Source: an optimization exercise on an open RTL-to-GDS flow (aim: small area). Production flows keep margins and buffers that such runs may drop.
RTL that was checked went through simulation tests only; none was proved equivalent to the original.

P:
==> flow/design.v (excerpt) <==
module icarus_core(Clk, Rst, IM_Addr, IM_Data, DM_Addr, DM_Read, DM_WriteEn, DM_WriteData, DM_ReadData, WB_Enable, WB_Reg, WB_Data);
Size in the first run: about 7000 cells after synthesis, ~1400 flip-flops, ~180 I/O pins, roughly 86000 um2 of cells after synthesis.
clock: 20.0 ns
lec_check: 0
cap_margin: 20
core_margin: 2
core_utilization: 45
cts_buf_list: sky130_fd_sc_hd__clkbuf_16
cts_cluster_diameter: 100
cts_cluster_size: 20
place_density: 0.55
slew_margin: 20
synth_hierarchical: 1
synth_minimum_keep_size: 0
standard.sh (not shown) runs the stock make flow with config.mk's settings and CLKGATE_MAP_FILE= SYNTH_SCRIPT=/design/flow/synth_recipe.tcl, a recipe that flattens the netlist after the stock synthesis.
==> flow/flow/run.sh <==
#!/bin/bash
# Standard layout flow; the port buffers use the smallest buffer cell.
set -e
export BUFFER_PORTS_ARGS="-buffer_cell sky130_fd_sc_hd__buf_1"
bash standard.sh > standard_flow.log 2>&1
Input changes introduced in Q (baseline for comparison: P):
--- a/flow/design.v
+++ b/flow/design.v
@@ -3529,18 +3529,24 @@
         e_rt <= rt;
         e_imm <= imm;
         e_bs <= op[1:0];
     end
     wire exA_mem = m_rw & (m_dest == e_rs) & (e_rs != 5'd0);
     wire exA_wb = w_rw & (w_dest == e_rs) & (e_rs != 5'd0);
     wire exB_mem = m_rw & (m_dest == e_rt) & (e_rt != 5'd0);
     wire exB_wb = w_rw & (w_dest == e_rt);
-    wire [31:0] A = exA_mem ? m_alu : (exA_wb ? w_data : e_rd1);
-    wire [31:0] FB = exB_mem ? m_alu : (exB_wb ? w_data : e_rd2);
+    wire [31:0] A, FB;
+    wire sA_m = exA_mem, sA_w = ~exA_mem & exA_wb, sA_r = ~exA_mem & ~exA_wb;
+    wire sB_m = exB_mem, sB_w = ~exB_mem & exB_wb, sB_r = ~exB_mem & ~exB_wb;
+    genvar gf;
+    generate for (gf = 0; gf < 32; gf = gf + 1) begin : fwd
+        g_mux3 ma(.s0(sA_m), .d0(m_alu[gf]), .s1(sA_w), .d1(w_data[gf]), .s2(sA_r), .d2(e_rd1[gf]), .y(A[gf]));
+        g_mux3 mb(.s0(sB_m), .d0(m_alu[gf]), .s1(sB_w), .d1(w_data[gf]), .s2(sB_r), .d2(e_rd2[gf]), .y(FB[gf]));
+    end endgenerate
     wire e_immcls = (e_cls <= C_XOR);
     wire e_sext = (e_cls <= C_SLTU);
     wire [31:0] SE = {e_sext ? {16{e_imm[15]}} : 16'd0, e_imm};
     wire [31:0] B = e_immcls ? SE : FB;
     wire [5:0] efn = e_imm[5:0];
     wire [4:0] esh = e_imm[10:6];
     wire [4:0] edest = e_immcls ? e_rt : e_imm[15:11];
     wire r = (e_cls == C_R);
@@ -3608,23 +3614,31 @@
             if (lo_we) lv <= 1'b1;
         end
         if (hi_we) hi <= P[63:32];
         if (lo_we) lo <= P[31:0];
     end
     wire lo_en = f_add | f_sub | f_mul | f_movn | f_movz | f_mflo |
                  (f_sh & (~sh_right | sh_rot | (samt == 5'd0)));
     wire hi_en = f_mfhi | (f_sh & sh_right);
-    wire [31:0] logic_res = ({32{f_and}} & (A & B)) | ({32{f_or}} & (A | B)) |
-                            ({32{f_xor}} & (A ^ B)) | ({32{f_nor}} & ~(A | B));
+    wire lt0 = f_nor, lt1 = f_or | f_xor, lt3 = f_and | f_or;
+    wire [31:0] logic_res;
+    genvar gq;
+    generate for (gq = 0; gq < 32; gq = gq + 1) begin : lgc
+        g_mux4 lu(.d0(lt0), .d1(lt1), .d2(lt1), .d3(lt3), .s0(B[gq]), .s1(A[gq]), .y(logic_res[gq]));
+    end endgenerate
     wire se_h = f_se & (esh == 5'b11000);
     wire se_b = f_se & (esh == 5'b10000);
     wire [31:0] se_res = ({32{se_h}} & {{16{B[15]}}, B[15:0]}) | ({32{se_b}} & {{24{B[7]}}, B[7:0]});
-    wire [31:0] res = ({32{lo_en}} & P[31:0]) | ({32{hi_en}} & P[63:32]) | logic_res | se_res |
-                      {f_sra & B[31], 30'd0, (f_slt | f_sltu) & P[63]};
+    wire [31:0] res_x = logic_res | se_res | {f_sra & B[31], 30'd0, (f_slt | f_sltu) & P[63]};
+    wire [31:0] res;
+    genvar gr;
+    generate for (gr = 0; gr < 32; gr = gr + 1) begin : rsel
+        g_ao221 ra(.a1(lo_en), .a2(P[gr]), .b1(hi_en), .b2(P[gr+32]), .c(res_x[gr]), .y(res[gr]));
+    end endgenerate
     wire alu_rw = ~(f_mult | f_multu | f_mthi | f_mtlo | f_jr | f_madd | f_msub |
                     (f_movn & (B == 32'd0)) | (f_movz & (B != 32'd0)));
     always @(posedge Clk) begin
         if (Rst) begin
             m_rw <= 1'b0; m_mr <= 1'b0; m_mw <= 1'b0;
         end else begin
             m_rw <= e_rw & alu_rw; m_mr <= e_mr; m_mw <= e_mw;
         end
@@ -3696,8 +3710,23 @@
         end
     end
 endmodule
 module g_majn(a, b, c, y);
     input a, b, c;
     output y;
     assign y = (~a & b) | (~a & c) | (b & c);
 endmodule
+module g_mux3(s0, d0, s1, d1, s2, d2, y);
+    input s0, d0, s1, d1, s2, d2;
+    output y;
+    assign y = (s0 & d0) | (s1 & d1) | (s2 & d2);
+endmodule
+module g_ao221(a1, a2, b1, b2, c, y);
+    input a1, a2, b1, b2, c;
+    output y;
+    assign y = (a1 & a2) | (b1 & b2) | c;
+endmodule
+module g_mux4(d0, d1, d2, d3, s0, s1, y);
+    input d0, d1, d2, d3, s0, s1;
+    output y;
+    assign y = s1 ? (s0 ? d3 : d2) : (s0 ? d1 : d0);
+endmodule
- P -> Q: total half-perimeter wirelength after legalization and detailed placement decreased slightly
- Area share of buffers outside the clock network: Q vs P, no meaningful difference
- Between Q and P, it is Q whose relative area change from synthesis to final layout is higher, by 0.31 points.
- In the flow results for Q and P, the setup slack is smaller on Q.
- Taking P as the reference, in Q via count of the first global-routing pass moved down, post-route minimum period rose 0.39 ns, setup slack after placement dropped 0.46 ns, non-clock buffer count shrank by 14.
No functional check of the RTL was part of P.

[what the ideal ports hide]
How much do the figures lean on ideal ports? The routed layouts below were timed once more, with nothing changed but the port constraints.
Step 1: set_driving_cell puts a clkbuf_16 on Clk and a buf_2 on each other input, an assumption about the parent block.
Step 2 also shifts input and output timing later by t, the mid clock arrival at the registers, as if the neighbouring blocks saw the same clock.
Slacks: no drivers / after step 1 / after step 2; pairs: no drivers / after step 1.
| run | t (ns) | setup slack, ns | worst setup path at the end | worst slew at a driven data input, ns | pins driven straight from the clock port |
|---|---|---|---|---|---|
| P | 0.805 | 2.466 / 2.466 / 2.466 | register to register | 0.08 | 1 |
| Q | 0.821 | 2.072 / 2.072 / 2.072 | register to register | 0.08 | 1 |
After both steps setup and hold are still met in every run listed.
